This design comes from an exercise in tuning for small area, a short achievable clock period and few clock cycles on the open sky130 flow, not from production work.
Only simulation tests tie the RTL to the original design; equivalence was not proved.

[flow/config.mk]
export PLATFORM = sky130hd
export DESIGN_NAME = milestone1
export DESIGN_NICKNAME = milestone1
export VERILOG_FILES = /design/flow/design.v
export SDC_FILE = /design/flow/constraint.sdc
export NUM_CORES = 4
export LEC_CHECK = 0
export CAP_MARGIN = 20
export CORE_MARGIN = 2
export CORE_UTILIZATION = 40
export CTS_CLUSTER_DIAMETER = 100
export CTS_CLUSTER_SIZE = 25
export SLEW_MARGIN = 20
[flow/constraint.sdc]
create_clock -name core_clock -period 13.0 [get_ports {CLOCK_50_I}]
set_input_delay 2.6000 -clock core_clock [delete_from_list [all_inputs] [get_ports {CLOCK_50_I}]]
set_output_delay 2.6000 -clock core_clock [all_outputs]
set_load 0.01 [all_outputs]
[flow/design.v]
module milestone1 (
	input  logic        CLOCK_50_I,
	input  logic        resetn,
	input  logic        M1_en,
	output logic        M1_end,
	output logic [17:0] SRAM_address,
	input  logic [15:0] SRAM_read_data,
	output logic [15:0] SRAM_write_data,
	output logic        SRAM_we_n
);
localparam logic [17:0] UBASE = 18'd38400;
localparam logic [17:0] VOFS  = 18'd19200;
localparam logic [17:0] RGBBASE = 18'd146944;
logic [4:0]  ph;
logic        run, first, fs, nob;
logic        isel_v, selR, selB, tyh;
logic [6:0]  gcnt;      
logic [15:0] ya;        
logic [17:0] ra;        
logic [7:0] UW [0:5];
logic [7:0] VW [0:5];
logic [7:0] SU, SV, NV;
logic [7:0] YH, YL;         
logic [7:0] PY;             
logic [7:0] PU, PV;         
logic [10:0] PRBa, PRBb, PGa, PGb;    
logic        PRBc, PGc;             
logic [7:0] IP;             
logic [7:0] EB;             
wire [7:0] rh = SRAM_read_data[15:8];
wire [7:0] rl = SRAM_read_data[7:0];
wire clamp  = (gcnt >= 7'd78);
wire last_g = (gcnt == 7'd79);
wire rowend9;    
wire [7:0] t0 = isel_v ? VW[0] : UW[0];
wire [7:0] t1 = isel_v ? VW[1] : UW[1];
wire [7:0] t2 = isel_v ? VW[2] : UW[2];
wire [7:0] t3 = isel_v ? VW[3] : UW[3];
wire [7:0] t4 = isel_v ? VW[4] : UW[4];
wire [7:0] t5 = isel_v ? VW[5] : UW[5];
logic [8:0] S1, S2, S3;
wire [9:0] s1c = {1'b0, t0, 1'b1} + {1'b0, t5, 1'b1};    
wire [9:0] s3c = {1'b0, t2, 1'b1} + {1'b0, t3, 1'b1};    
wire q_1 = S1[5] ^ S1[3] ^ S1[1];
wire q_2 = (S1[5] & S1[3]) | (S1[5] & S1[1]) | (S1[3] & S1[1]);
wire q_3 = S1[6] ^ S1[4] ^ S1[2];
wire q_4 = (S1[6] & S1[4]) | (S1[6] & S1[2]) | (S1[4] & S1[2]);
wire q_5 = S3[1] ^ ~S2[4];
wire q_6 = S3[1] & ~S2[4];
wire q_7 = S1[7] ^ S1[5] ^ S1[3];
wire q_8 = (S1[7] & S1[5]) | (S1[7] & S1[3]) | (S1[5] & S1[3]);
wire q_9 = S3[2] ^ S3[0] ^ ~S2[5];
wire q_10 = (S3[2] & S3[0]) | (S3[2] & ~S2[5]) | (S3[0] & ~S2[5]);
wire q_11 = S2[3] ^ S2[2];
wire q_12 = ~(S2[3] | S2[2]);
wire q_13 = S1[8] ^ S1[6] ^ S1[4];
wire q_14 = (S1[8] & S1[6]) | (S1[8] & S1[4]) | (S1[6] & S1[4]);
wire q_15 = S3[3] ^ S3[1] ^ ~S2[6];
wire q_16 = (S3[3] & S3[1]) | (S3[3] & ~S2[6]) | (S3[1] & ~S2[6]);
wire q_17 = S2[4] ^ S2[3] ^ S3[8];
wire q_18 = (S2[4] & S2[3]) | (S2[4] & S3[8]) | (S2[3] & S3[8]);
wire q_19 = S1[7] ^ S1[5] ^ S3[4];
wire q_20 = (S1[7] & S1[5]) | (S1[7] & S3[4]) | (S1[5] & S3[4]);
wire q_21 = S3[2] ^ ~S2[7] ^ ~S2[5];
wire q_22 = (S3[2] & ~S2[7]) | (S3[2] & ~S2[5]) | (~S2[7] & ~S2[5]);
wire q_23 = ~S2[4] ^ 1'b1;
wire q_24 = ~S2[4] & 1'b1;
wire q_25 = S1[8] ^ S1[6] ^ S3[5];
wire q_26 = (S1[8] & S1[6]) | (S1[8] & S3[5]) | (S1[6] & S3[5]);
wire q_27 = S3[3] ^ ~S2[8] ^ ~S2[6];
wire q_28 = (S3[3] & ~S2[8]) | (S3[3] & ~S2[6]) | (~S2[8] & ~S2[6]);
wire q_29 = ~S2[5] ^ 1'b1;
wire q_30 = ~S2[5] & 1'b1;
wire q_31 = S1[7] ^ S3[6] ^ S3[4];
wire q_32 = (S1[7] & S3[6]) | (S1[7] & S3[4]) | (S3[6] & S3[4]);
wire q_33 = S1[8] ^ S3[7];
wire q_34 = S1[8] & S3[7];
wire q_35 = S1[4] ^ S1[2] ^ S1[0];
wire q_36 = (S1[4] & S1[2]) | (S1[4] & S1[0]) | (S1[2] & S1[0]);
wire q_37 = q_1 ^ S3[0] ^ ~S2[3];
wire q_38 = (q_1 & S3[0]) | (q_1 & ~S2[3]) | (S3[0] & ~S2[3]);
wire q_39 = S2[1] ^ S2[0];
wire q_40 = ~(S2[1] | S2[0]);
wire q_41 = q_3 ^ q_5 ^ q_2;
wire q_42 = (q_3 & q_5) | (q_3 & q_2) | (q_5 & q_2);
wire q_43 = S2[2] ^ S2[1] ^ S3[6];
wire q_44 = (S2[2] & S2[1]) | (S2[2] & S3[6]) | (S2[1] & S3[6]);
wire q_45 = q_7 ^ q_9 ^ q_11;
wire q_46 = (q_7 & q_9) | (q_7 & q_11) | (q_9 & q_11);
wire q_47 = q_4 ^ q_6 ^ ~S3[7];
wire q_48 = (q_4 & q_6) | (q_4 & ~S3[7]) | (q_6 & ~S3[7]);
wire q_49 = q_13 ^ q_15 ^ q_8;
wire q_50 = (q_13 & q_15) | (q_13 & q_8) | (q_15 & q_8);
wire q_51 = q_10 ^ q_12 ^ ~q_17;
wire q_52 = (q_10 & q_12) | (q_10 & ~q_17) | (q_12 & ~q_17);
wire q_53 = q_19 ^ q_21 ^ q_23;
wire q_54 = (q_19 & q_21) | (q_19 & q_23) | (q_21 & q_23);
wire q_55 = q_14 ^ q_16 ^ ~q_18;
wire q_56 = (q_14 & q_16) | (q_14 & ~q_18) | (q_16 & ~q_18);
wire q_57 = q_25 ^ q_27 ^ q_29;
wire q_58 = (q_25 & q_27) | (q_25 & q_29) | (q_27 & q_29);
wire q_59 = q_20 ^ q_22 ^ q_24;
wire q_60 = (q_20 & q_22) | (q_20 & q_24) | (q_22 & q_24);
wire q_61 = q_31 ^ q_26 ^ q_28;
wire q_62 = (q_31 & q_26) | (q_31 & q_28) | (q_26 & q_28);
wire q_63 = q_30 ^ ~S2[7] ^ ~S2[6];
wire q_64 = (q_30 & ~S2[7]) | (q_30 & ~S2[6]) | (~S2[7] & ~S2[6]);
wire q_65 = q_33 ^ S3[5] ^ q_32;
wire q_66 = (q_33 & S3[5]) | (q_33 & q_32) | (S3[5] & q_32);
wire q_67 = ~S2[8] ^ ~S2[7] ^ 1'b1;
wire q_68 = (~S2[8] & ~S2[7]) | (~S2[8] & 1'b1) | (~S2[7] & 1'b1);
wire q_69 = S3[8] ^ S3[6] ^ q_34;
wire q_70 = (S3[8] & S3[6]) | (S3[8] & q_34) | (S3[6] & q_34);
wire q_71 = S1[2] ^ S1[0];
wire q_72 = S1[2] & S1[0];
wire q_73 = S1[3] ^ S1[1] ^ ~S2[1];
wire q_74 = (S1[3] & S1[1]) | (S1[3] & ~S2[1]) | (S1[1] & ~S2[1]);
wire q_75 = q_35 ^ ~S2[2] ^ ~S2[0];
wire q_76 = (q_35 & ~S2[2]) | (q_35 & ~S2[0]) | (~S2[2] & ~S2[0]);
wire q_77 = q_37 ^ q_39 ^ q_36;
wire q_78 = (q_37 & q_39) | (q_37 & q_36) | (q_39 & q_36);
wire q_79 = q_41 ^ q_38 ^ q_40;
wire q_80 = (q_41 & q_38) | (q_41 & q_40) | (q_38 & q_40);
wire q_81 = q_45 ^ q_47 ^ q_42;
wire q_82 = (q_45 & q_47) | (q_45 & q_42) | (q_47 & q_42);
wire q_83 = q_49 ^ q_51 ^ q_46;
wire q_84 = (q_49 & q_51) | (q_49 & q_46) | (q_51 & q_46);
wire q_85 = q_53 ^ q_55 ^ q_50;
wire q_86 = (q_53 & q_55) | (q_53 & q_50) | (q_55 & q_50);
wire q_87 = q_57 ^ q_59 ^ q_54;
wire q_88 = (q_57 & q_59) | (q_57 & q_54) | (q_59 & q_54);
wire q_89 = q_61 ^ q_63 ^ q_58;
wire q_90 = (q_61 & q_63) | (q_61 & q_58) | (q_63 & q_58);
wire q_91 = q_65 ^ q_67 ^ q_62;
wire q_92 = (q_65 & q_67) | (q_65 & q_62) | (q_67 & q_62);
wire q_93 = q_69 ^ q_66 ^ q_68;
wire q_94 = (q_69 & q_66) | (q_69 & q_68) | (q_66 & q_68);
wire q_95 = S1[0] ^ ~S3[0];
wire q_96 = S1[0] & ~S3[0];
wire q_97 = S1[1] ^ ~S3[1];
wire q_98 = S1[1] & ~S3[1];
wire q_99 = q_71 ^ ~S2[0] ^ ~S3[2];
wire q_100 = (q_71 & ~S2[0]) | (q_71 & ~S3[2]) | (~S2[0] & ~S3[2]);
wire q_101 = q_73 ^ q_72 ^ ~S3[3];
wire q_102 = (q_73 & q_72) | (q_73 & ~S3[3]) | (q_72 & ~S3[3]);
wire q_103 = q_75 ^ q_74 ^ ~S3[4];
wire q_104 = (q_75 & q_74) | (q_75 & ~S3[4]) | (q_74 & ~S3[4]);
wire q_105 = q_77 ^ q_76 ^ ~S3[5];
wire q_106 = (q_77 & q_76) | (q_77 & ~S3[5]) | (q_76 & ~S3[5]);
wire q_107 = q_79 ^ q_78 ^ ~q_43;
wire q_108 = (q_79 & q_78) | (q_79 & ~q_43) | (q_78 & ~q_43);
wire q_109 = q_81 ^ q_80 ^ ~q_44;
wire q_110 = (q_81 & q_80) | (q_81 & ~q_44) | (q_80 & ~q_44);
wire q_111 = q_83 ^ q_48 ^ q_82;
wire q_112 = (q_83 & q_48) | (q_83 & q_82) | (q_48 & q_82);
wire q_113 = q_85 ^ q_52 ^ q_84;
wire q_114 = (q_85 & q_52) | (q_85 & q_84) | (q_52 & q_84);
wire q_115 = q_87 ^ q_56 ^ q_86;
wire q_116 = (q_87 & q_56) | (q_87 & q_86) | (q_56 & q_86);
wire q_117 = q_89 ^ q_60 ^ q_88;
wire q_118 = (q_89 & q_60) | (q_89 & q_88) | (q_60 & q_88);
wire q_119 = q_91 ^ q_64 ^ q_90;
wire q_120 = (q_91 & q_64) | (q_91 & q_90) | (q_64 & q_90);
wire q_121 = q_93 ^ q_92 ^ ~S2[8];
wire q_122 = (q_93 & q_92) | (q_93 & ~S2[8]) | (q_92 & ~S2[8]);
wire q_123 = S3[7] ^ q_70 ^ q_94;
wire q_124 = (S3[7] & q_70) | (S3[7] & q_94) | (q_70 & q_94);
wire q_125 = S3[8] ^ 1'b1;
wire q_126 = S3[8] & 1'b1;
wire [15:0] q_a = {q_125, q_123, q_121, q_119, q_117, q_115, q_113, q_111, q_109, q_107, q_105, q_103, q_101, q_99, q_97, q_95};
wire [15:0] q_b = {q_124, q_122, q_120, q_118, q_116, q_114, q_112, q_110, q_108, q_106, q_104, q_102, q_100, q_98, q_96, 1'b1};
wire [15:0] isum = q_a + q_b;
always_ff @(posedge CLOCK_50_I) begin
	S1 <= s1c[9:1];
	S2 <= t1 + t4;
	S3 <= s3c[9:1];
	IP <= isum[15:8];
end
wire [7:0] XR = PV & {8{selR}};              
wire [7:0] XB = PU & {8{selB}};              
wire [7:0] XC = XR | XB;                     
wire rb_1 = XC[7] ^ XC[6];
wire rb_2 = XC[7] & XC[6];
wire rb_3 = PY[2] ^ PY[0];
wire rb_4 = PY[2] & PY[0];
wire rb_5 = PY[3] ^ PY[1] ^ XC[5];
wire rb_6 = (PY[3] & PY[1]) | (PY[3] & XC[5]) | (PY[1] & XC[5]);
wire rb_7 = PY[4] ^ PY[2] ^ PY[0];
wire rb_8 = (PY[4] & PY[2]) | (PY[4] & PY[0]) | (PY[2] & PY[0]);
wire rb_9 = PY[5] ^ PY[3] ^ PY[1];
wire rb_10 = (PY[5] & PY[3]) | (PY[5] & PY[1]) | (PY[3] & PY[1]);
wire rb_11 = PY[6] ^ PY[4] ^ PY[2];
wire rb_12 = (PY[6] & PY[4]) | (PY[6] & PY[2]) | (PY[4] & PY[2]);
wire rb_13 = XR[4] ^ XR[3];
wire rb_14 = XR[4] & XR[3];
wire rb_15 = PY[7] ^ PY[5] ^ PY[3];
wire rb_16 = (PY[7] & PY[5]) | (PY[7] & PY[3]) | (PY[5] & PY[3]);
wire rb_17 = PY[0] ^ XR[5] ^ XR[4];
wire rb_18 = (PY[0] & XR[5]) | (PY[0] & XR[4]) | (XR[5] & XR[4]);
wire rb_19 = XB[6] ^ ~XR[1];
wire rb_20 = XB[6] & ~XR[1];
wire rb_21 = PY[6] ^ PY[4] ^ PY[1];
wire rb_22 = (PY[6] & PY[4]) | (PY[6] & PY[1]) | (PY[4] & PY[1]);
wire rb_23 = XC[0] ^ XR[6] ^ XR[5];
wire rb_24 = (XC[0] & XR[6]) | (XC[0] & XR[5]) | (XR[6] & XR[5]);
wire rb_25 = XB[7] ^ selB ^ ~XR[2];
wire rb_26 = (XB[7] & selB) | (XB[7] & ~XR[2]) | (selB & ~XR[2]);
wire rb_27 = PY[7] ^ PY[5] ^ PY[2];
wire rb_28 = (PY[7] & PY[5]) | (PY[7] & PY[2]) | (PY[5] & PY[2]);
wire rb_29 = XC[1] ^ XR[7] ^ XR[6];
wire rb_30 = (XC[1] & XR[7]) | (XC[1] & XR[6]) | (XR[7] & XR[6]);
wire rb_31 = PY[6] ^ PY[3] ^ XC[2];
wire rb_32 = (PY[6] & PY[3]) | (PY[6] & XC[2]) | (PY[3] & XC[2]);
wire rb_33 = XC[4] ^ XC[3];
wire rb_34 = XC[4] & XC[3];
wire rb_35 = XC[5] ^ XC[4] ^ XC[1];
wire rb_36 = (XC[5] & XC[4]) | (XC[5] & XC[1]) | (XC[4] & XC[1]);
wire rb_37 = XC[6] ^ XC[5] ^ XC[2];
wire rb_38 = (XC[6] & XC[5]) | (XC[6] & XC[2]) | (XC[5] & XC[2]);
wire rb_39 = XB[3] ^ ~PY[4];
wire rb_40 = XB[3] & ~PY[4];
wire rb_41 = rb_1 ^ XC[3] ^ XC[0];
wire rb_42 = (rb_1 & XC[3]) | (rb_1 & XC[0]) | (XC[3] & XC[0]);
wire rb_43 = XB[4] ^ ~PY[5] ^ 1'b1;
wire rb_44 = (XB[4] & ~PY[5]) | (XB[4] & 1'b1) | (~PY[5] & 1'b1);
wire rb_45 = XC[7] ^ XC[4] ^ XC[1];
wire rb_46 = (XC[7] & XC[4]) | (XC[7] & XC[1]) | (XC[4] & XC[1]);
wire rb_47 = XB[5] ^ rb_2 ^ ~PY[6];
wire rb_48 = (XB[5] & rb_2) | (XB[5] & ~PY[6]) | (rb_2 & ~PY[6]);
wire rb_49 = PY[0] ^ XC[5] ^ XC[2];
wire rb_50 = (PY[0] & XC[5]) | (PY[0] & XC[2]) | (XC[5] & XC[2]);
wire rb_51 = XB[6] ^ ~PY[7] ^ 1'b1;
wire rb_52 = (XB[6] & ~PY[7]) | (XB[6] & 1'b1) | (~PY[7] & 1'b1);
wire rb_53 = PY[1] ^ XC[6] ^ XC[3];
wire rb_54 = (PY[1] & XC[6]) | (PY[1] & XC[3]) | (XC[6] & XC[3]);
wire rb_55 = XB[7] ^ XB[0] ^ selB;
wire rb_56 = (XB[7] & XB[0]) | (XB[7] & selB) | (XB[0] & selB);
wire rb_57 = rb_3 ^ XC[7] ^ XC[4];
wire rb_58 = (rb_3 & XC[7]) | (rb_3 & XC[4]) | (XC[7] & XC[4]);
wire rb_59 = XR[0] ^ XB[1] ^ selB;
wire rb_60 = (XR[0] & XB[1]) | (XR[0] & selB) | (XB[1] & selB);
wire rb_61 = rb_5 ^ XR[1] ^ XR[0];
wire rb_62 = (rb_5 & XR[1]) | (rb_5 & XR[0]) | (XR[1] & XR[0]);
wire rb_63 = XB[2] ^ selR ^ rb_4;
wire rb_64 = (XB[2] & selR) | (XB[2] & rb_4) | (selR & rb_4);
wire rb_65 = rb_7 ^ XC[6] ^ XR[2];
wire rb_66 = (rb_7 & XC[6]) | (rb_7 & XR[2]) | (XC[6] & XR[2]);
wire rb_67 = XR[1] ^ XB[3] ^ rb_6;
wire rb_68 = (XR[1] & XB[3]) | (XR[1] & rb_6) | (XB[3] & rb_6);
wire rb_69 = rb_9 ^ XC[7] ^ XR[3];
wire rb_70 = (rb_9 & XC[7]) | (rb_9 & XR[3]) | (XC[7] & XR[3]);
wire rb_71 = XR[2] ^ XB[4] ^ rb_8;
wire rb_72 = (XR[2] & XB[4]) | (XR[2] & rb_8) | (XB[4] & rb_8);
wire rb_73 = rb_11 ^ rb_13 ^ XB[5];
wire rb_74 = (rb_11 & rb_13) | (rb_11 & XB[5]) | (rb_13 & XB[5]);
wire rb_75 = rb_10 ^ ~XR[0] ^ 1'b1;
wire rb_76 = (rb_10 & ~XR[0]) | (rb_10 & 1'b1) | (~XR[0] & 1'b1);
wire rb_77 = rb_15 ^ rb_17 ^ rb_19;
wire rb_78 = (rb_15 & rb_17) | (rb_15 & rb_19) | (rb_17 & rb_19);
wire rb_79 = rb_12 ^ rb_14 ^ 1'b1;
wire rb_80 = (rb_12 & rb_14) | (rb_12 & 1'b1) | (rb_14 & 1'b1);
wire rb_81 = rb_21 ^ rb_23 ^ rb_25;
wire rb_82 = (rb_21 & rb_23) | (rb_21 & rb_25) | (rb_23 & rb_25);
wire rb_83 = rb_16 ^ rb_18 ^ rb_20;
wire rb_84 = (rb_16 & rb_18) | (rb_16 & rb_20) | (rb_18 & rb_20);
wire rb_85 = rb_27 ^ rb_29 ^ rb_22;
wire rb_86 = (rb_27 & rb_29) | (rb_27 & rb_22) | (rb_29 & rb_22);
wire rb_87 = rb_24 ^ rb_26 ^ ~XR[3];
wire rb_88 = (rb_24 & rb_26) | (rb_24 & ~XR[3]) | (rb_26 & ~XR[3]);
wire rb_89 = rb_31 ^ XR[7] ^ selB;
wire rb_90 = (rb_31 & XR[7]) | (rb_31 & selB) | (XR[7] & selB);
wire rb_91 = rb_28 ^ rb_30 ^ ~XR[4];
wire rb_92 = (rb_28 & rb_30) | (rb_28 & ~XR[4]) | (rb_30 & ~XR[4]);
wire rb_93 = PY[7] ^ PY[4] ^ XC[3];
wire rb_94 = (PY[7] & PY[4]) | (PY[7] & XC[3]) | (PY[4] & XC[3]);
wire rb_95 = rb_32 ^ ~XR[5];
wire rb_96 = rb_32 & ~XR[5];
wire rb_97 = PY[5] ^ XC[4] ^ ~XR[6];
wire rb_98 = (PY[5] & XC[4]) | (PY[5] & ~XR[6]) | (XC[4] & ~XR[6]);
wire rb_99 = PY[6] ^ XC[5];
wire rb_100 = PY[6] & XC[5];
wire rb_101 = XC[2] ^ XC[1];
wire rb_102 = XC[2] & XC[1];
wire rb_103 = XC[3] ^ XC[2] ^ XB[0];
wire rb_104 = (XC[3] & XC[2]) | (XC[3] & XB[0]) | (XC[2] & XB[0]);
wire rb_105 = rb_33 ^ XC[0] ^ XB[1];
wire rb_106 = (rb_33 & XC[0]) | (rb_33 & XB[1]) | (XC[0] & XB[1]);
wire rb_107 = rb_35 ^ XB[2] ^ rb_34;
wire rb_108 = (rb_35 & XB[2]) | (rb_35 & rb_34) | (XB[2] & rb_34);
wire rb_109 = rb_37 ^ rb_39 ^ rb_36;
wire rb_110 = (rb_37 & rb_39) | (rb_37 & rb_36) | (rb_39 & rb_36);
wire rb_111 = rb_41 ^ rb_43 ^ rb_38;
wire rb_112 = (rb_41 & rb_43) | (rb_41 & rb_38) | (rb_43 & rb_38);
wire rb_113 = rb_45 ^ rb_47 ^ rb_42;
wire rb_114 = (rb_45 & rb_47) | (rb_45 & rb_42) | (rb_47 & rb_42);
wire rb_115 = rb_49 ^ rb_51 ^ rb_46;
wire rb_116 = (rb_49 & rb_51) | (rb_49 & rb_46) | (rb_51 & rb_46);
wire rb_117 = rb_53 ^ rb_55 ^ rb_50;
wire rb_118 = (rb_53 & rb_55) | (rb_53 & rb_50) | (rb_55 & rb_50);
wire rb_119 = rb_57 ^ rb_59 ^ rb_54;
wire rb_120 = (rb_57 & rb_59) | (rb_57 & rb_54) | (rb_59 & rb_54);
wire rb_121 = rb_61 ^ rb_63 ^ rb_58;
wire rb_122 = (rb_61 & rb_63) | (rb_61 & rb_58) | (rb_63 & rb_58);
wire rb_123 = rb_65 ^ rb_67 ^ rb_62;
wire rb_124 = (rb_65 & rb_67) | (rb_65 & rb_62) | (rb_67 & rb_62);
wire rb_125 = rb_69 ^ rb_71 ^ rb_66;
wire rb_126 = (rb_69 & rb_71) | (rb_69 & rb_66) | (rb_71 & rb_66);
wire rb_127 = rb_73 ^ rb_75 ^ rb_70;
wire rb_128 = (rb_73 & rb_75) | (rb_73 & rb_70) | (rb_75 & rb_70);
wire rb_129 = rb_77 ^ rb_79 ^ rb_74;
wire rb_130 = (rb_77 & rb_79) | (rb_77 & rb_74) | (rb_79 & rb_74);
wire rb_131 = rb_81 ^ rb_83 ^ rb_78;
wire rb_132 = (rb_81 & rb_83) | (rb_81 & rb_78) | (rb_83 & rb_78);
wire rb_133 = rb_85 ^ rb_87 ^ rb_82;
wire rb_134 = (rb_85 & rb_87) | (rb_85 & rb_82) | (rb_87 & rb_82);
wire rb_135 = rb_89 ^ rb_91 ^ rb_86;
wire rb_136 = (rb_89 & rb_91) | (rb_89 & rb_86) | (rb_91 & rb_86);
wire rb_137 = rb_93 ^ rb_95 ^ rb_90;
wire rb_138 = (rb_93 & rb_95) | (rb_93 & rb_90) | (rb_95 & rb_90);
wire rb_139 = rb_97 ^ rb_94 ^ rb_96;
wire rb_140 = (rb_97 & rb_94) | (rb_97 & rb_96) | (rb_94 & rb_96);
wire rb_141 = rb_99 ^ selB ^ rb_98;
wire rb_142 = (rb_99 & selB) | (rb_99 & rb_98) | (selB & rb_98);
wire rb_143 = PY[7] ^ XC[6] ^ selR;
wire rb_144 = (PY[7] & XC[6]) | (PY[7] & selR) | (XC[6] & selR);
wire rb_145 = rb_101 ^ ~PY[0];
wire rb_146 = rb_101 & ~PY[0];
wire rb_147 = rb_103 ^ rb_102 ^ ~PY[1];
wire rb_148 = (rb_103 & rb_102) | (rb_103 & ~PY[1]) | (rb_102 & ~PY[1]);
wire rb_149 = rb_105 ^ rb_104 ^ ~PY[2];
wire rb_150 = (rb_105 & rb_104) | (rb_105 & ~PY[2]) | (rb_104 & ~PY[2]);
wire rb_151 = rb_107 ^ rb_106 ^ ~PY[3];
wire rb_152 = (rb_107 & rb_106) | (rb_107 & ~PY[3]) | (rb_106 & ~PY[3]);
wire rb_153 = rb_109 ^ rb_108 ^ 1'b1;
wire rb_154 = (rb_109 & rb_108) | (rb_109 & 1'b1) | (rb_108 & 1'b1);
wire rb_155 = rb_111 ^ rb_40 ^ rb_110;
wire rb_156 = (rb_111 & rb_40) | (rb_111 & rb_110) | (rb_40 & rb_110);
wire rb_157 = rb_113 ^ rb_44 ^ rb_112;
wire rb_158 = (rb_113 & rb_44) | (rb_113 & rb_112) | (rb_44 & rb_112);
wire rb_159 = rb_115 ^ rb_48 ^ rb_114;
wire rb_160 = (rb_115 & rb_48) | (rb_115 & rb_114) | (rb_48 & rb_114);
wire rb_161 = rb_117 ^ rb_52 ^ rb_116;
wire rb_162 = (rb_117 & rb_52) | (rb_117 & rb_116) | (rb_52 & rb_116);
wire rb_163 = rb_119 ^ rb_56 ^ rb_118;
wire rb_164 = (rb_119 & rb_56) | (rb_119 & rb_118) | (rb_56 & rb_118);
wire rb_165 = rb_121 ^ rb_60 ^ rb_120;
wire rb_166 = (rb_121 & rb_60) | (rb_121 & rb_120) | (rb_60 & rb_120);
wire rb_167 = rb_123 ^ rb_64 ^ rb_122;
wire rb_168 = (rb_123 & rb_64) | (rb_123 & rb_122) | (rb_64 & rb_122);
wire rb_169 = rb_125 ^ rb_68 ^ rb_124;
wire rb_170 = (rb_125 & rb_68) | (rb_125 & rb_124) | (rb_68 & rb_124);
wire rb_171 = rb_127 ^ rb_72 ^ rb_126;
wire rb_172 = (rb_127 & rb_72) | (rb_127 & rb_126) | (rb_72 & rb_126);
wire rb_173 = rb_129 ^ rb_76 ^ rb_128;
wire rb_174 = (rb_129 & rb_76) | (rb_129 & rb_128) | (rb_76 & rb_128);
wire rb_175 = rb_131 ^ rb_80 ^ rb_130;
wire rb_176 = (rb_131 & rb_80) | (rb_131 & rb_130) | (rb_80 & rb_130);
wire rb_177 = rb_133 ^ rb_84 ^ rb_132;
wire rb_178 = (rb_133 & rb_84) | (rb_133 & rb_132) | (rb_84 & rb_132);
wire rb_179 = rb_135 ^ rb_88 ^ rb_134;
wire rb_180 = (rb_135 & rb_88) | (rb_135 & rb_134) | (rb_88 & rb_134);
wire rb_181 = rb_137 ^ rb_92 ^ rb_136;
wire rb_182 = (rb_137 & rb_92) | (rb_137 & rb_136) | (rb_92 & rb_136);
wire rb_183 = rb_139 ^ rb_138 ^ 1'b1;
wire rb_184 = (rb_139 & rb_138) | (rb_139 & 1'b1) | (rb_138 & 1'b1);
wire rb_185 = rb_141 ^ rb_140 ^ ~XR[7];
wire rb_186 = (rb_141 & rb_140) | (rb_141 & ~XR[7]) | (rb_140 & ~XR[7]);
wire rb_187 = rb_143 ^ rb_100 ^ rb_142;
wire rb_188 = (rb_143 & rb_100) | (rb_143 & rb_142) | (rb_100 & rb_142);
wire rb_189 = XC[7] ^ rb_144;
wire rb_190 = XC[7] & rb_144;
wire [26:0] rb_a = {1'b1, 1'b1, rb_189, rb_187, rb_185, rb_183, rb_181, rb_179, rb_177, rb_175, rb_173, rb_171, rb_169, rb_167, rb_165, rb_163, rb_161, rb_159, rb_157, rb_155, rb_153, rb_151, rb_149, rb_147, rb_145, XC[1], XC[0]};
wire [26:0] rb_b = {1'b0, rb_190, rb_188, rb_186, rb_184, rb_182, rb_180, rb_178, rb_176, rb_174, rb_172, rb_170, rb_168, rb_166, rb_164, rb_162, rb_160, rb_158, rb_156, rb_154, rb_152, rb_150, rb_148, rb_146, 1'b1, XC[0], 1'b0};
wire [16:0] rb_lo = {1'b0, rb_a[15:0]} + {1'b0, rb_b[15:0]};
wire g_1 = PY[7] ^ PY[5];
wire g_2 = PY[7] & PY[5];
wire g_3 = PY[6] ^ PY[4];
wire g_4 = PY[6] & PY[4];
wire g_5 = PY[7] ^ PY[5];
wire g_6 = PY[7] & PY[5];
wire g_7 = PY[5] ^ PY[3] ^ PY[1];
wire g_8 = (PY[5] & PY[3]) | (PY[5] & PY[1]) | (PY[3] & PY[1]);
wire g_9 = PY[6] ^ PY[4] ^ PY[2];
wire g_10 = (PY[6] & PY[4]) | (PY[6] & PY[2]) | (PY[4] & PY[2]);
wire g_11 = PU[2] ^ PV[1] ^ ~PU[5];
wire g_12 = (PU[2] & PV[1]) | (PU[2] & ~PU[5]) | (PV[1] & ~PU[5]);
wire g_13 = g_1 ^ PY[3] ^ PY[0];
wire g_14 = (g_1 & PY[3]) | (g_1 & PY[0]) | (PY[3] & PY[0]);
wire g_15 = PU[3] ^ PV[2] ^ ~PU[6];
wire g_16 = (PU[3] & PV[2]) | (PU[3] & ~PU[6]) | (PV[2] & ~PU[6]);
wire g_17 = PU[1] ^ PV[4];
wire g_18 = ~(PU[1] | PV[4]);
wire g_19 = g_3 ^ PY[1] ^ PU[4];
wire g_20 = (g_3 & PY[1]) | (g_3 & PU[4]) | (PY[1] & PU[4]);
wire g_21 = PV[3] ^ g_2 ^ ~PU[7];
wire g_22 = (PV[3] & g_2) | (PV[3] & ~PU[7]) | (g_2 & ~PU[7]);
wire g_23 = PU[2] ^ PV[5] ^ PV[1];
wire g_24 = (PU[2] & PV[5]) | (PU[2] & PV[1]) | (PV[5] & PV[1]);
wire g_25 = g_5 ^ PY[2] ^ PU[5];
wire g_26 = (g_5 & PY[2]) | (g_5 & PU[5]) | (PY[2] & PU[5]);
wire g_27 = PV[4] ^ g_4 ^ ~PU[3];
wire g_28 = (PV[4] & g_4) | (PV[4] & ~PU[3]) | (g_4 & ~PU[3]);
wire g_29 = ~PV[6] ^ ~PV[2] ^ 1'b1;
wire g_30 = (~PV[6] & ~PV[2]) | (~PV[6] & 1'b1) | (~PV[2] & 1'b1);
wire g_31 = PY[6] ^ PY[3] ^ PU[6];
wire g_32 = (PY[6] & PY[3]) | (PY[6] & PU[6]) | (PY[3] & PU[6]);
wire g_33 = PV[5] ^ g_6 ^ ~PU[4];
wire g_34 = (PV[5] & g_6) | (PV[5] & ~PU[4]) | (g_6 & ~PU[4]);
wire g_35 = PV[7] ^ PV[3];
wire g_36 = ~(PV[7] | PV[3]);
wire g_37 = PY[7] ^ PY[4] ^ PU[7];
wire g_38 = (PY[7] & PY[4]) | (PY[7] & PU[7]) | (PY[4] & PU[7]);
wire g_39 = PV[6] ^ ~PU[5] ^ ~PV[4];
wire g_40 = (PV[6] & ~PU[5]) | (PV[6] & ~PV[4]) | (~PU[5] & ~PV[4]);
wire g_41 = PY[5] ^ PV[7];
wire g_42 = PY[5] & PV[7];
wire g_43 = PU[2] ^ ~PY[3];
wire g_44 = PU[2] & ~PY[3];
wire g_45 = PU[3] ^ ~PY[4] ^ ~PU[1];
wire g_46 = (PU[3] & ~PY[4]) | (PU[3] & ~PU[1]) | (~PY[4] & ~PU[1]);
wire g_47 = PU[4] ^ ~PY[5] ^ ~PU[2];
wire g_48 = (PU[4] & ~PY[5]) | (PU[4] & ~PU[2]) | (~PY[5] & ~PU[2]);
wire g_49 = PU[5] ^ ~PY[6];
wire g_50 = PU[5] & ~PY[6];
wire g_51 = PY[0] ^ PU[6] ^ ~PY[7];
wire g_52 = (PY[0] & PU[6]) | (PY[0] & ~PY[7]) | (PU[6] & ~PY[7]);
wire g_53 = PY[1] ^ PU[7] ^ ~PU[5];
wire g_54 = (PY[1] & PU[7]) | (PY[1] & ~PU[5]) | (PU[7] & ~PU[5]);
wire g_55 = PU[0] ^ PV[5];
wire g_56 = ~(PU[0] | PV[5]);
wire g_57 = PY[2] ^ PY[0] ^ ~PU[6];
wire g_58 = (PY[2] & PY[0]) | (PY[2] & ~PU[6]) | (PY[0] & ~PU[6]);
wire g_59 = ~PU[1] ^ ~PV[6] ^ 1'b1;
wire g_60 = (~PU[1] & ~PV[6]) | (~PU[1] & 1'b1) | (~PV[6] & 1'b1);
wire g_61 = PY[3] ^ PY[1] ^ ~PU[7];
wire g_62 = (PY[3] & PY[1]) | (PY[3] & ~PU[7]) | (PY[1] & ~PU[7]);
wire g_63 = PU[2] ^ PV[7] ^ PV[0];
wire g_64 = (PU[2] & PV[7]) | (PU[2] & PV[0]) | (PV[7] & PV[0]);
wire g_65 = PY[4] ^ PY[2] ^ PY[0];
wire g_66 = (PY[4] & PY[2]) | (PY[4] & PY[0]) | (PY[2] & PY[0]);
wire g_67 = PU[0] ^ ~PU[3] ^ ~PV[1];
wire g_68 = (PU[0] & ~PU[3]) | (PU[0] & ~PV[1]) | (~PU[3] & ~PV[1]);
wire g_69 = g_7 ^ PU[1] ^ PV[0];
wire g_70 = (g_7 & PU[1]) | (g_7 & PV[0]) | (PU[1] & PV[0]);
wire g_71 = ~PU[4] ^ ~PV[2] ^ 1'b1;
wire g_72 = (~PU[4] & ~PV[2]) | (~PU[4] & 1'b1) | (~PV[2] & 1'b1);
wire g_73 = g_9 ^ g_11 ^ g_8;
wire g_74 = (g_9 & g_11) | (g_9 & g_8) | (g_11 & g_8);
wire g_75 = ~PU[0] ^ ~PV[3] ^ 1'b1;
wire g_76 = (~PU[0] & ~PV[3]) | (~PU[0] & 1'b1) | (~PV[3] & 1'b1);
wire g_77 = g_13 ^ g_15 ^ g_17;
wire g_78 = (g_13 & g_15) | (g_13 & g_17) | (g_15 & g_17);
wire g_79 = g_10 ^ g_12 ^ ~PV[0];
wire g_80 = (g_10 & g_12) | (g_10 & ~PV[0]) | (g_12 & ~PV[0]);
wire g_81 = g_19 ^ g_21 ^ g_14;
wire g_82 = (g_19 & g_21) | (g_19 & g_14) | (g_21 & g_14);
wire g_83 = g_16 ^ g_18 ^ ~g_23;
wire g_84 = (g_16 & g_18) | (g_16 & ~g_23) | (g_18 & ~g_23);
wire g_85 = g_25 ^ g_27 ^ g_29;
wire g_86 = (g_25 & g_27) | (g_25 & g_29) | (g_27 & g_29);
wire g_87 = g_20 ^ g_22 ^ ~g_24;
wire g_88 = (g_20 & g_22) | (g_20 & ~g_24) | (g_22 & ~g_24);
wire g_89 = g_31 ^ g_33 ^ g_35;
wire g_90 = (g_31 & g_33) | (g_31 & g_35) | (g_33 & g_35);
wire g_91 = g_26 ^ g_28 ^ g_30;
wire g_92 = (g_26 & g_28) | (g_26 & g_30) | (g_28 & g_30);
wire g_93 = g_37 ^ g_39 ^ g_32;
wire g_94 = (g_37 & g_39) | (g_37 & g_32) | (g_39 & g_32);
wire g_95 = g_34 ^ g_36 ^ 1'b1;
wire g_96 = (g_34 & g_36) | (g_34 & 1'b1) | (g_36 & 1'b1);
wire g_97 = g_41 ^ g_38 ^ g_40;
wire g_98 = (g_41 & g_38) | (g_41 & g_40) | (g_38 & g_40);
wire g_99 = ~PU[6] ^ ~PV[5] ^ 1'b1;
wire g_100 = (~PU[6] & ~PV[5]) | (~PU[6] & 1'b1) | (~PV[5] & 1'b1);
wire g_101 = PY[6] ^ g_42 ^ ~PU[7];
wire g_102 = (PY[6] & g_42) | (PY[6] & ~PU[7]) | (g_42 & ~PU[7]);
wire g_103 = ~PV[6] ^ 1'b1;
wire g_104 = ~PV[6] & 1'b1;
wire g_105 = PY[7] ^ ~PV[7];
wire g_106 = PY[7] & ~PV[7];
wire g_107 = g_43 ^ ~PU[0];
wire g_108 = g_43 & ~PU[0];
wire g_109 = g_45 ^ g_44 ^ ~PV[6];
wire g_110 = (g_45 & g_44) | (g_45 & ~PV[6]) | (g_44 & ~PV[6]);
wire g_111 = g_47 ^ g_46 ^ ~PV[7];
wire g_112 = (g_47 & g_46) | (g_47 & ~PV[7]) | (g_46 & ~PV[7]);
wire g_113 = g_49 ^ g_48 ^ ~PU[3];
wire g_114 = (g_49 & g_48) | (g_49 & ~PU[3]) | (g_48 & ~PU[3]);
wire g_115 = g_51 ^ g_50 ^ ~PU[4];
wire g_116 = (g_51 & g_50) | (g_51 & ~PU[4]) | (g_50 & ~PU[4]);
wire g_117 = g_53 ^ g_55 ^ g_52;
wire g_118 = (g_53 & g_55) | (g_53 & g_52) | (g_55 & g_52);
wire g_119 = g_57 ^ g_59 ^ g_54;
wire g_120 = (g_57 & g_59) | (g_57 & g_54) | (g_59 & g_54);
wire g_121 = g_61 ^ g_58 ^ g_60;
wire g_122 = (g_61 & g_58) | (g_61 & g_60) | (g_58 & g_60);
wire g_123 = g_65 ^ g_67 ^ g_62;
wire g_124 = (g_65 & g_67) | (g_65 & g_62) | (g_67 & g_62);
wire g_125 = g_69 ^ g_71 ^ g_66;
wire g_126 = (g_69 & g_71) | (g_69 & g_66) | (g_71 & g_66);
wire g_127 = g_73 ^ g_75 ^ g_70;
wire g_128 = (g_73 & g_75) | (g_73 & g_70) | (g_75 & g_70);
wire g_129 = g_77 ^ g_79 ^ g_74;
wire g_130 = (g_77 & g_79) | (g_77 & g_74) | (g_79 & g_74);
wire g_131 = g_81 ^ g_83 ^ g_78;
wire g_132 = (g_81 & g_83) | (g_81 & g_78) | (g_83 & g_78);
wire g_133 = g_85 ^ g_87 ^ g_82;
wire g_134 = (g_85 & g_87) | (g_85 & g_82) | (g_87 & g_82);
wire g_135 = g_89 ^ g_91 ^ g_86;
wire g_136 = (g_89 & g_91) | (g_89 & g_86) | (g_91 & g_86);
wire g_137 = g_93 ^ g_95 ^ g_90;
wire g_138 = (g_93 & g_95) | (g_93 & g_90) | (g_95 & g_90);
wire g_139 = g_97 ^ g_99 ^ g_94;
wire g_140 = (g_97 & g_99) | (g_97 & g_94) | (g_99 & g_94);
wire g_141 = g_101 ^ g_103 ^ g_98;
wire g_142 = (g_101 & g_103) | (g_101 & g_98) | (g_103 & g_98);
wire g_143 = g_105 ^ g_102 ^ g_104;
wire g_144 = (g_105 & g_102) | (g_105 & g_104) | (g_102 & g_104);
wire g_145 = PY[0] ^ PV[2];
wire g_146 = ~(PY[0] | PV[2]);
wire g_147 = PU[0] ^ ~PY[1] ^ ~PV[3];
wire g_148 = (PU[0] & ~PY[1]) | (PU[0] & ~PV[3]) | (~PY[1] & ~PV[3]);
wire g_149 = PU[1] ^ ~PY[2] ^ ~PV[4];
wire g_150 = (PU[1] & ~PY[2]) | (PU[1] & ~PV[4]) | (~PY[2] & ~PV[4]);
wire g_151 = g_107 ^ ~PV[5] ^ ~PV[0];
wire g_152 = (g_107 & ~PV[5]) | (g_107 & ~PV[0]) | (~PV[5] & ~PV[0]);
wire g_153 = g_109 ^ g_108 ^ ~PV[1];
wire g_154 = (g_109 & g_108) | (g_109 & ~PV[1]) | (g_108 & ~PV[1]);
wire g_155 = g_111 ^ g_110 ^ ~PV[2];
wire g_156 = (g_111 & g_110) | (g_111 & ~PV[2]) | (g_110 & ~PV[2]);
wire g_157 = g_113 ^ g_112 ^ ~PV[3];
wire g_158 = (g_113 & g_112) | (g_113 & ~PV[3]) | (g_112 & ~PV[3]);
wire g_159 = g_115 ^ g_114 ^ ~PV[4];
wire g_160 = (g_115 & g_114) | (g_115 & ~PV[4]) | (g_114 & ~PV[4]);
wire g_161 = g_117 ^ g_116 ^ 1'b1;
wire g_162 = (g_117 & g_116) | (g_117 & 1'b1) | (g_116 & 1'b1);
wire g_163 = g_119 ^ g_56 ^ g_118;
wire g_164 = (g_119 & g_56) | (g_119 & g_118) | (g_56 & g_118);
wire g_165 = g_121 ^ g_120 ^ ~g_63;
wire g_166 = (g_121 & g_120) | (g_121 & ~g_63) | (g_120 & ~g_63);
wire g_167 = g_123 ^ g_122 ^ ~g_64;
wire g_168 = (g_123 & g_122) | (g_123 & ~g_64) | (g_122 & ~g_64);
wire g_169 = g_125 ^ g_68 ^ g_124;
wire g_170 = (g_125 & g_68) | (g_125 & g_124) | (g_68 & g_124);
wire g_171 = g_127 ^ g_72 ^ g_126;
wire g_172 = (g_127 & g_72) | (g_127 & g_126) | (g_72 & g_126);
wire g_173 = g_129 ^ g_76 ^ g_128;
wire g_174 = (g_129 & g_76) | (g_129 & g_128) | (g_76 & g_128);
wire g_175 = g_131 ^ g_80 ^ g_130;
wire g_176 = (g_131 & g_80) | (g_131 & g_130) | (g_80 & g_130);
wire g_177 = g_133 ^ g_84 ^ g_132;
wire g_178 = (g_133 & g_84) | (g_133 & g_132) | (g_84 & g_132);
wire g_179 = g_135 ^ g_88 ^ g_134;
wire g_180 = (g_135 & g_88) | (g_135 & g_134) | (g_88 & g_134);
wire g_181 = g_137 ^ g_92 ^ g_136;
wire g_182 = (g_137 & g_92) | (g_137 & g_136) | (g_92 & g_136);
wire g_183 = g_139 ^ g_96 ^ g_138;
wire g_184 = (g_139 & g_96) | (g_139 & g_138) | (g_96 & g_138);
wire g_185 = g_141 ^ g_100 ^ g_140;
wire g_186 = (g_141 & g_100) | (g_141 & g_140) | (g_100 & g_140);
wire g_187 = g_143 ^ g_142 ^ 1'b1;
wire g_188 = (g_143 & g_142) | (g_143 & 1'b1) | (g_142 & 1'b1);
wire g_189 = g_106 ^ g_144;
wire g_190 = g_106 & g_144;
wire [26:0] g_a = {1'b1, 1'b1, g_189, g_187, g_185, g_183, g_181, g_179, g_177, g_175, g_173, g_171, g_169, g_167, g_165, g_163, g_161, g_159, g_157, g_155, g_153, g_151, g_149, g_147, g_145, ~PV[1], ~PV[0]};
wire [26:0] g_b = {1'b0, g_190, g_188, g_186, g_184, g_182, g_180, g_178, g_176, g_174, g_172, g_170, g_168, g_166, g_164, g_162, g_160, g_158, g_156, g_154, g_152, g_150, g_148, g_146, 1'b1, 1'b0, 1'b1};
wire [16:0] g_lo = {1'b0, g_a[15:0]} + {1'b0, g_b[15:0]};
always_ff @(posedge CLOCK_50_I) begin
	PRBa <= rb_a[26:16]; PRBb <= rb_b[26:16]; PRBc <= rb_lo[16];
	PGa  <= g_a[26:16];  PGb  <= g_b[26:16];  PGc  <= g_lo[16];
end
function automatic [7:0] clip(input logic [10:0] x);
	clip = x[10] ? 8'd0 : (|x[9:8]) ? 8'd255 : x[7:0];
endfunction
wire [10:0] PRB = PRBa + PRBb + {10'd0, PRBc};
wire [10:0] PG  = PGa + PGb + {10'd0, PGc};
wire [7:0] cRB = clip(PRB);
wire [7:0] cG  = clip(PG);
logic [4:0] nph;
always_comb begin
	case (ph)
		5'd9:  nph = ((last_g && !nob) || fs) ? 5'd10 : 5'd0;
		5'd15: nph = 5'd7;
		default: nph = ph + 5'd1;
	endcase
end
assign rowend9 = (ph == 5'd9) && (nph == 5'd10);
wire wr_ph = (nph == 5'd3) || (nph == 5'd4) || (nph == 5'd5) ||
             (!nob && ((nph == 5'd9) || (nph == 5'd0) || (nph == 5'd1) || (nph == 5'd10) || (nph == 5'd11)));
logic [1:0] cinc;
wire frame_done = (ph == 5'd11) && !nob && (&SRAM_address);
always_ff @(posedge CLOCK_50_I or negedge resetn) begin
	if (!resetn) begin
		ph <= 5'd7;
		run <= 1'b0;
		first <= 1'b1;
		fs <= 1'b1;
		nob <= 1'b1;
		isel_v <= 1'b0;
		selR <= 1'b0;
		selB <= 1'b0;
		tyh <= 1'b0;
		cinc <= 2'd0;
		M1_end <= 1'b0;
		gcnt <= 7'd0;
		ya <= 16'd0;
		ra <= RGBBASE;
		SRAM_address <= UBASE + VOFS;
		SRAM_we_n <= 1'b1;
	end else begin
		if (M1_en) run <= 1'b1;
		if (run && !M1_end) begin
		isel_v <= (nph == 5'd9) || (nph == 5'd5);
		tyh <= (nph == 5'd9) || (nph == 5'd5);
		cinc <= (nph == 5'd11 || nph == 5'd12) ? 2'd1 : (last_g || fs) ? 2'd0 : 2'd2;
		selR <= (nph == 5'd1) || (nph == 5'd2) || (nph == 5'd7) || (nph == 5'd8);
		selB <= !((nph == 5'd1) || (nph == 5'd2) || (nph == 5'd7) || (nph == 5'd8));
		if (ph == 5'd9) fs <= 1'b0;
		if (ph == 5'd7 && !fs) first <= 1'b0;
		if (ph == 5'd12) nob <= 1'b1;
		else if (ph == 5'd1) nob <= 1'b0;
		if (frame_done) begin
			M1_end <= 1'b1;
			SRAM_we_n <= 1'b1;
		end else begin
			ph <= nph;
			if (ph == 5'd9 && !nob) gcnt <= last_g ? 7'd0 : gcnt + 7'd1;
			SRAM_we_n <= !wr_ph;
			if (wr_ph) begin
				SRAM_address <= ra;
				ra <= ra + 18'd1;
			end else begin
				case (nph)
					5'd2, 5'd6, 5'd14: begin
						SRAM_address <= {2'b0, ya};
						if (nph != 5'd14 || first) ya <= ya + 16'd1;
					end
					5'd7, 5'd12: SRAM_address <= UBASE + VOFS + {3'd0, ya[15:1]} + {16'd0, cinc};
					5'd8, 5'd13: SRAM_address <= UBASE + {3'd0, ya[15:1]} + {16'd0, cinc};
					default: ;
				endcase
			end
		end
		end
	end
end
wire u_sh  = (ph == 5'd0) || (ph == 5'd7) || (ph == 5'd10) || (ph == 5'd11) || (ph == 5'd12) ||
             (ph == 5'd13) || (ph == 5'd15);
wire u_rh  = ((ph == 5'd0) && !clamp) || (ph == 5'd10) || (ph == 5'd15);
wire u_su  = ((ph == 5'd7) && !clamp) || (ph == 5'd13);
wire v_sh  = (ph == 5'd1) || ((ph == 5'd7) && !nob) || rowend9 || (ph == 5'd10) ||
             (ph == 5'd11) || (ph == 5'd12) || (ph == 5'd14) || (ph == 5'd15);
wire v_rh  = rowend9 || (ph == 5'd14);
wire v_nv  = (ph == 5'd1) && !clamp;
wire v_sv  = ((ph == 5'd7) && !clamp) || (ph == 5'd12) || (ph == 5'd15);
always_ff @(posedge CLOCK_50_I) begin
	if (((ph == 5'd4 || ph == 5'd8) && !nob) || (ph == 5'd7 && first)) begin
		YH <= rh; YL <= rl;
	end
	case (ph)
		5'd2, 5'd8: SRAM_write_data <= {cRB, cG};
		5'd3, 5'd9: SRAM_write_data <= {EB, cRB};
		default:    SRAM_write_data <= {cG, cRB};
	endcase
	if (ph == 5'd1 || ph == 5'd7) EB <= cRB;
	case (ph)
		5'd9, 5'd5: begin PY <= YH; PU <= UW[2]; end
		5'd0, 5'd6: PV <= VW[2];
		5'd1, 5'd7: begin PY <= YL; PV <= IP; end
		5'd2, 5'd8: PU <= IP;
		default: ;
	endcase
	if (u_sh) begin
		UW[0] <= UW[1]; UW[1] <= UW[2]; UW[2] <= UW[3]; UW[3] <= UW[4]; UW[4] <= UW[5];
		if (u_rh) UW[5] <= rh;
		else if (u_su) UW[5] <= SU;
	end
	if (u_rh) SU <= rl;
	if (v_sh) begin
		VW[0] <= VW[1]; VW[1] <= VW[2]; VW[2] <= VW[3]; VW[3] <= VW[4]; VW[4] <= VW[5];
		if (v_rh) VW[5] <= rh;
		else if (v_nv) VW[5] <= NV;
		else if (v_sv) VW[5] <= SV;
	end
	if (ph == 5'd9 || ph == 5'd14) SV <= rl;
	if (ph == 5'd9) NV <= rh;
end
endmodule
[flow/flow/run.sh]
#!/bin/bash
# The standard layout (standard.sh, unchanged synthesis and steps), with the
# timing repair after CTS and global routing asked to reach 9.2 ns of setup slack
# at the design's clock period, using only gate sizing, pin swaps and buffering
# (no gate cloning, no buffer removal). The full make output, which holds every
# tool's output, goes to layout.log here; ORFS keeps each step's log under orfs/logs.
set -euo pipefail
bash standard.sh SETUP_SLACK_MARGIN=9.2 SKIP_GATE_CLONING=1 SETUP_MOVE_SEQUENCE=sizeup,swap,buffer finish > layout.log 2>&1
[flow/standard.sh]
#!/bin/bash
# synth_recipe.tcl (not shown) runs the flow's synth.tcl, then flattens the netlist and writes it again
# the make line also repeats each setting of config.mk as NAME=value (left out here)
make -C /OpenROAD-flow-scripts/flow DESIGN_CONFIG=/design/flow/config.mk WORK_HOME=/design/flow/orfs CLKGATE_MAP_FILE= SYNTH_SCRIPT=/design/flow/synth_recipe.tcl "${@:-finish}"
==> results of run 1 <==
==> synthesized netlist by cell type, types with 54 or more instances <==
| cell | n |
|---|---|
| inv_1 | 333 |
| fa_1 | 205 |
| edfxtp_1 | 168 |
| ha_1 | 138 |
| nand2_1 | 129 |
| dfxtp_1 | 91 |
| nor2_1 | 75 |
| mux2_2 | 67 |
| a21oi_1 | 61 |
| dfrtp_1 | 58 |
| o21ai_0 | 56 |
| xnor2_1 | 54 |
==> through the flow <==
step | area, um2 | util (%) | setup WS (ns)
6_report | 24100 | 45.6 | 9.03
3_5_place_dp | 22700 | 43.0 | 8.52
2_1_floorplan | 21400 | - | 9.07
3_3_place_gp | 22700 | 43.0 | 8.65
4_1_cts | 23800 | 45.1 | 8.98
5_1_grt | 24100 | 45.6 | 8.86
==> final timing paths <==
check | startpoint | end | slack, ns | depth (start not counted)
setup / recovery | S1[3] | IP[7] | 9.03 | 15
setup reg to reg | S1[3] | IP[7] | 9.03 | 15
min in group asynchronous | resetn | gcnt[1] | 2.18 | 1
hold / removal | UW[5][2] | UW[4][2] | 0.45 | 0
hold reg to reg | UW[5][2] | UW[4][2] | 0.45 | 0
max in group asynchronous | resetn | selB | 10.11 | 1
==> logic make-up (layout without fill, tap and decap cells) <==
group,Yosys count,in the layout
AO/OA/AOI/OAI,275,275
adder cells (fa/ha/maj),343,343
AND/OR/NAND/NOR,362,362
buffers and inverters,385,504
multiplexers,87,87
flip-flops,334,334
XOR/XNOR,80,80
==> flip-flops by register name, summed over array words and instances, names as in the netlist, 9 cells and up <==
register	count
PGa	9
S3	9
PGb	10
S2	9
ya	16
S1	9
SRAM_address	18
VW	48
PRBa	9
UW	48
PRBb	10
SRAM_write_data	16
ra	18
==> area by class of cell <==
| class | count | area (um2) | share of cell area [%] |
|---|---|---|---|
| tap | 688 | 861 | 3.58 |
| multi-input combinational | 1147 | 11400 | 47.5 |
| clock buffer | 27 | 505 | 2.10 |
| sequential | 334 | 8780 | 36.5 |
| inverter | 335 | 1270 | 5.30 |
| clock inverter | 7 | 118 | 0.489 |
| timing repair buffer | 135 | 1090 | 4.54 |
==> metal layers <==
| metal | track usage, % | up-vias | part of all wire, % |
|---|---|---|---|
| met5 | 0 | - | 0 |
| li1 | - | 6489 | - |
| met3 | 1.96 | 58 | 4.1 |
| met1 | 25.9 | 6812 | 48 |
| met4 | 3.71 | 0 | 2.2 |
| met2 | 28.8 | 289 | 46 |
==> repair_timing <==
item                                    in CTS  in global routing
endpoints found under the setup margin     130                 52
cloned                                       0                  0
pin swaps                                   15                 22
gates resized for setup                    142                 42
hold endpoints to repair                     0                  0
setup buffers                               55                 20
==> notes.md, run 1 <==
Pins Over Slew Limit 0; Post-synth EDFFs 168; most common flop cell mapped by yosys edfxtp_1; Overflow after GRT 0; simple-gate share of the synthesized area 8.17%; most area-hungry cell type in the Yosys netlist edfxtp_1; Synth Warn # 3; unrepaired setup endpoints after global routing true; CP max FO 3; drt drc 0; ranking of synthesized cells by area edfxtp_1 (24%), fa_1 (19%), dfxtp_1 (8.5%); routed len/inst 18.1 um; HPWL after DPL 36.9 mm; Placeable Area 52800 um2; fillcell total 4860; Max clock buf depth 3; IO Pins 55; Routed Antenna Nets 0; CP delay by family, top adder cells; routability cong. 0.909; setup TNS 0 ns; crit path cell chain fa_1 > inv_1 > fa_1 > inv_1 > fa_1 > fa_1 > ha_4 > a2111oi_4 > o21ai_1 > o211ai_1 > a21oi_2 > o41ai_4 > o2111ai_2 > a21oi_2 > xnor2_1; crit path DAT 4.44 ns; final net count 2334; share of the synthesized area in the top cell type 23.6%; measured slew at the worst slew-check pin 1.06 ns; chip width 235 um; Most Frequent Cell on Critical Path fa_1; final hold violation count 0; synthesized flop and latch total 334; status finished clean; ys async rst share 22.5%; first-pass GRT wire length 78.6 mm; number of H-tree levels 1; Synth Instances 1866; Req. time, crit path 13.47 ns; mean post-synth cell area 11.5 um2; Setup CP Type flip-flop to flip-flop; register area share after synthesis 41.0%; post-synthesis mux area share 4.46%; Worst path slowest cell fa_1; CTS Hold Bufs 0; Routed WL 48.5 mm; clock sinks 334; Vias per Instance 5.11; Synth Area in Adders 27.3%; vias in the first global route 14.1k; Max Clk Rate 252 MHz; Fin Clk Skew 0.0247 ns; Synth Area in Compound Gates 8.96%; Worst setup SP type flip-flop; starting density of the core 40.5%; Netlist cell types 84; GRT Resource Usage Total 17.8%; latest clock arrival within the worst-skew pair 0.55 ns; most frequent cells in the layout inv_1 (318), fa_1 (203), edfxtp_1 (168); Post-Syn Nets 2228; commonest non-fill, non-tap cell in the layout inv_1; Die Area 55300 um2; xor and xnor fraction of the mapped netlist area 3.28%; Slew HR 29.1%; critical path capture point type flip-flop; CTS tree built; DR iter-0 viols 930; drt first pass iters 6; max-capacitance violation count 0; die height 235 um; Setup Viol. Count Final 0; register clock-pin slew on the reported worst setup and hold paths 0.10 ns; dpl cells 2564; Mapped Area 21400 um2; biggest cell delay along the critical path 0.53 ns; # port buffers 54; pin count of the biggest net entering global routing 76; Antenna diodes 0; clk root buf clkbuf_16; WP buf/inv 2; Hold Crit Class flip-flop to flip-flop; ratio of cells with drive above 1 in the final layout 15.2%; site row count 84; via count 13.6k; Finished Layout Cells 2673; largest family of logic cells by synthesized area adder cells; Area growth syn-to-layout 12.5%; TritonCTS buffer count 19; final hold slack 0.445 ns; Tcrit/Tclk final 30.5%; fin crit period 3.97 ns; initial antenna violation count 0
Testbench counts, summed over its fixed seeds: cycles 1,164,996.
==> run 2, diff against run 1 <==
--- a/flow/design.v
+++ b/flow/design.v
@@ -27,3 +27,4 @@
 logic        PRBc, PGc;             
-logic [7:0] IP;             
+logic [7:0] IPa, IPb;       
+logic       IPc;            
 logic [7:0] EB;             
@@ -171,3 +172,3 @@
 wire [15:0] q_b = {q_124, q_122, q_120, q_118, q_116, q_114, q_112, q_110, q_108, q_106, q_104, q_102, q_100, q_98, q_96, 1'b1};
-wire [15:0] isum = q_a + q_b;
+wire [8:0] q_lo = {1'b0, q_a[7:0]} + {1'b0, q_b[7:0]};
 always_ff @(posedge CLOCK_50_I) begin
@@ -176,4 +177,5 @@
 	S3 <= s3c[9:1];
-	IP <= isum[15:8];
+	IPa <= q_a[15:8]; IPb <= q_b[15:8]; IPc <= q_lo[8];
 end
+wire [7:0] IP = IPa + IPb + {7'd0, IPc};
 wire [7:0] XR = PV & {8{selR}};              
==> run 2 against run 1 <==
  * Via count increased by 0.27%
  * First-iteration DRC count decreased by 19%
  * Design area increased by 1.2%
  * Non-clock buffer count decreased by 23
  * Area after synthesis increased by 1.6%
  * Clock skew about the same
==> notes.md, run 2 <==
status finished clean; GRT Resource Usage Total 18.2%; commonest non-fill, non-tap cell in the layout inv_1; GR Util met3 2.97%; chip width 237 um; placed cell areas 23000 um2; Mapped Area 21700 um2; most frequent cells in the layout inv_1 (313), fa_1 (203), edfxtp_1 (168); CP max FO 4; hold_sp UW[3][3]; routed len/inst 18.7 um; critical path capture point type flip-flop; Slew HR 37.2%; final hold violation count 0; Setup Viol. Count Final 0; die height 237 um; share of the synthesized area in the top cell type 23.2%; fillcell total 4969; post-place setup slack 8.66 ns; biggest regs UW (48), VW (48); R2R cell count 13; Routed Antenna Nets 0; most common flop cell mapped by yosys edfxtp_1; Setup CP Type flip-flop to flip-flop; register clock-pin slew on the reported worst setup and hold paths 0.10 ns; most common cell in the netlist inv_1; Placeable Area 53800 um2; drt drc 0; pin count of the biggest net entering global routing 76; routability cong. 0.908; crit path DAT 4.33 ns; most area-hungry cell type in the Yosys netlist edfxtp_1; Routed WL 50.6 mm; Hold Crit Class flip-flop to flip-flop; max-capacitance violation count 0; HPWL after DPL 38.9 mm; ranking of synthesized cells by area edfxtp_1 (23%), fa_1 (19%), dfxtp_1 (9.2%); unrepaired setup endpoints after global routing true; Netlist cell types 89; Worst setup SP type flip-flop; synthesized flop and latch total 343; TritonCTS buffer count 21; Max clock buf depth 3; mean post-synth cell area 11.4 um2; worst reg2reg endpoint PGc; Synth Instances 1902; Final WS setup 9.13 ns; Die Area 56200 um2; Tcrit/Tclk final 29.8%; Max Clk Rate 258 MHz; Worst Hold Depth 0; Post-Syn Nets 2264; DR iter-0 viols 756; Fin Clk Skew 0.0250 ns; hold worst-path end UW[2][3]; register area share after synthesis 41.2%; latest clock arrival within the worst-skew pair 0.57 ns; clock sinks 343; measured slew at the worst slew-check pin 0.942 ns; via count 13.7k; Post-synth EDFFs 168; gr busiest metal met2; first-pass GRT wire length 80.4 mm; vias in the first global route 14.3k; Req. time, crit path 13.46 ns; IO Pins 55; setup TNS 0 ns; Register-to-Register Setup Slack 9.13 ns; M1 GR Usage 26.0%; # port buffers 54; clk root buf clkbuf_16; Synth top cells by count inv_1 (322), fa_1 (207), edfxtp_1 (168); Vias per Instance 5.07; final core occ 45.2%; drt first pass iters 5; site row count 85; Critical R2R Launch PY[1]; Overflow after GRT 0; CTS tree built; starting density of the core 40.4%; Area growth syn-to-layout 12.0%; final net count 2351; Synth Warn # 3; initial antenna violation count 0; Pins Over Slew Limit 0; ratio of cells with drive above 1 in the final layout 13.5%; fin crit period 3.87 ns; ys async rst share 21.9%; number of H-tree levels 1; GRT met2 Usage 29.0%; post-route cell area 24400 um2
==> run 2: cell count changes after synthesis, moves of 10 or more <==
cell	previous run	this run
xor2_1	26	16
nand2b_1	16	26
nand2_1	129	144
inv_1	333	322
a222oi_1	10	0
==> run 2: stage by stage <==
step           std cells  hold WS [ns]
2_1_floorplan       1902         0.398
3_3_place_gp        2610         0.422
3_5_place_dp        2610         0.429
4_1_cts             2691         0.453
5_1_grt             2700         0.458
6_report            2701         0.445
==> run 2: kinds of logic (layout without fill, tap and decap cells) <==
kind of cell | count (synthesis) | after routing | synth area share (%)
xor+xnor | 72 | 72 | 2.90
other cells | 0 | 1 | 0
fa+ha+maj | 343 | 343 | 26.9
mux | 75 | 75 | 3.79
buf+inv | 372 | 474 | 6.65
compound gates | 300 | 300 | 9.73
simple gates | 397 | 397 | 8.88
flops | 343 | 343 | 41.2
==> run 2: cell type report <==
| cell class | instances | area [um2] | area share [%] |
|---|---|---|---|
| diodes | 1 | 2.50 | 0.0103 |
| well taps | 696 | 871 | 3.58 |
| inverters | 324 | 1230 | 5.07 |
| clock inverters | 10 | 141 | 0.581 |
| multi-input cells | 1187 | 11700 | 47.9 |
| flip-flops and latches | 343 | 8960 | 36.8 |
| clock buffers | 28 | 552 | 2.27 |
| repair buffers | 112 | 927 | 3.81 |
==> run 2: worst max path at each step <==
| stage | from | to | slack, ns | cells past startpoint |
|---|---|---|---|---|
| 6_report | PY[1] | PGc | 9.13 | 13 |
| 3_5_place_dp | selB | PRBc | 8.66 | 14 |
| 4_1_cts | PY[4] | PRBc | 8.94 | 11 |
| 3_3_place_gp | selB | PRBc | 8.75 | 14 |
| 2_1_floorplan | selB | PRBc | 9.20 | 15 |
| 5_1_grt | PY[1] | PGc | 9.02 | 13 |
==> run 2: per-layer routing <==
layer  vias to the layer above  wire (um)
met5                         -          0
met4                         0       1070
met3                        49       2380
met2                       290      23300
met1                      6783      23900
li1                       6563          -
==> run 2: worst max-delay path, cell delays in order (launching register included) <==
cell and delay [ns]:
edfxtp_1 0.53, buf_6 0.18, fa_2 0.58, inv_2 0.05
fa_1 0.47, inv_1 0.05, fa_1 0.52, inv_1 0.05
fa_1 0.49, inv_2 0.05, ha_4 0.21, a211o_1 0.33
nor3_1 0.18, nor3_1 0.08
==> run 2: timing repair <==
action,CTS,global route
hold buffers,0,0
gates resized for setup,121,45
pin swaps,19,28
endpoints found under the setup margin,44,34
setup buffers,43,8
Testbench counts of run 2, summed over its fixed seeds: cycles 1,164,996.

## afterwards: timing with drivers on the ports
The results above use ideal ports. As a check the final layouts listed here were re-extracted and re-timed, cells and wires unchanged. Step 1, drivers: a clkbuf_16 drives CLOCK_50_I and a buf_2 each remaining input, both assumed. Step 2 also shifts input and output timing later by t, the mid clock arrival at the registers, as if the neighbouring blocks saw the same clock. a / b / c = ideal ports / drivers / drivers and shift; a / b = the first two.
run | t, ns | setup slack, ns | worst hold slack (ns) | worst data-port slew with drivers (ns) | pins driven straight from the clock port
run 1 | 0.593 | 9.030 / 9.030 / 9.030 | 0.445 / 0.445 / 0.445 | 0.04 | 1
run 2 | 0.618 | 9.127 / 9.091 / 9.127 | 0.445 / 0.445 / 0.445 | 0.04 | 1
After both steps setup and hold are still met in every run listed.
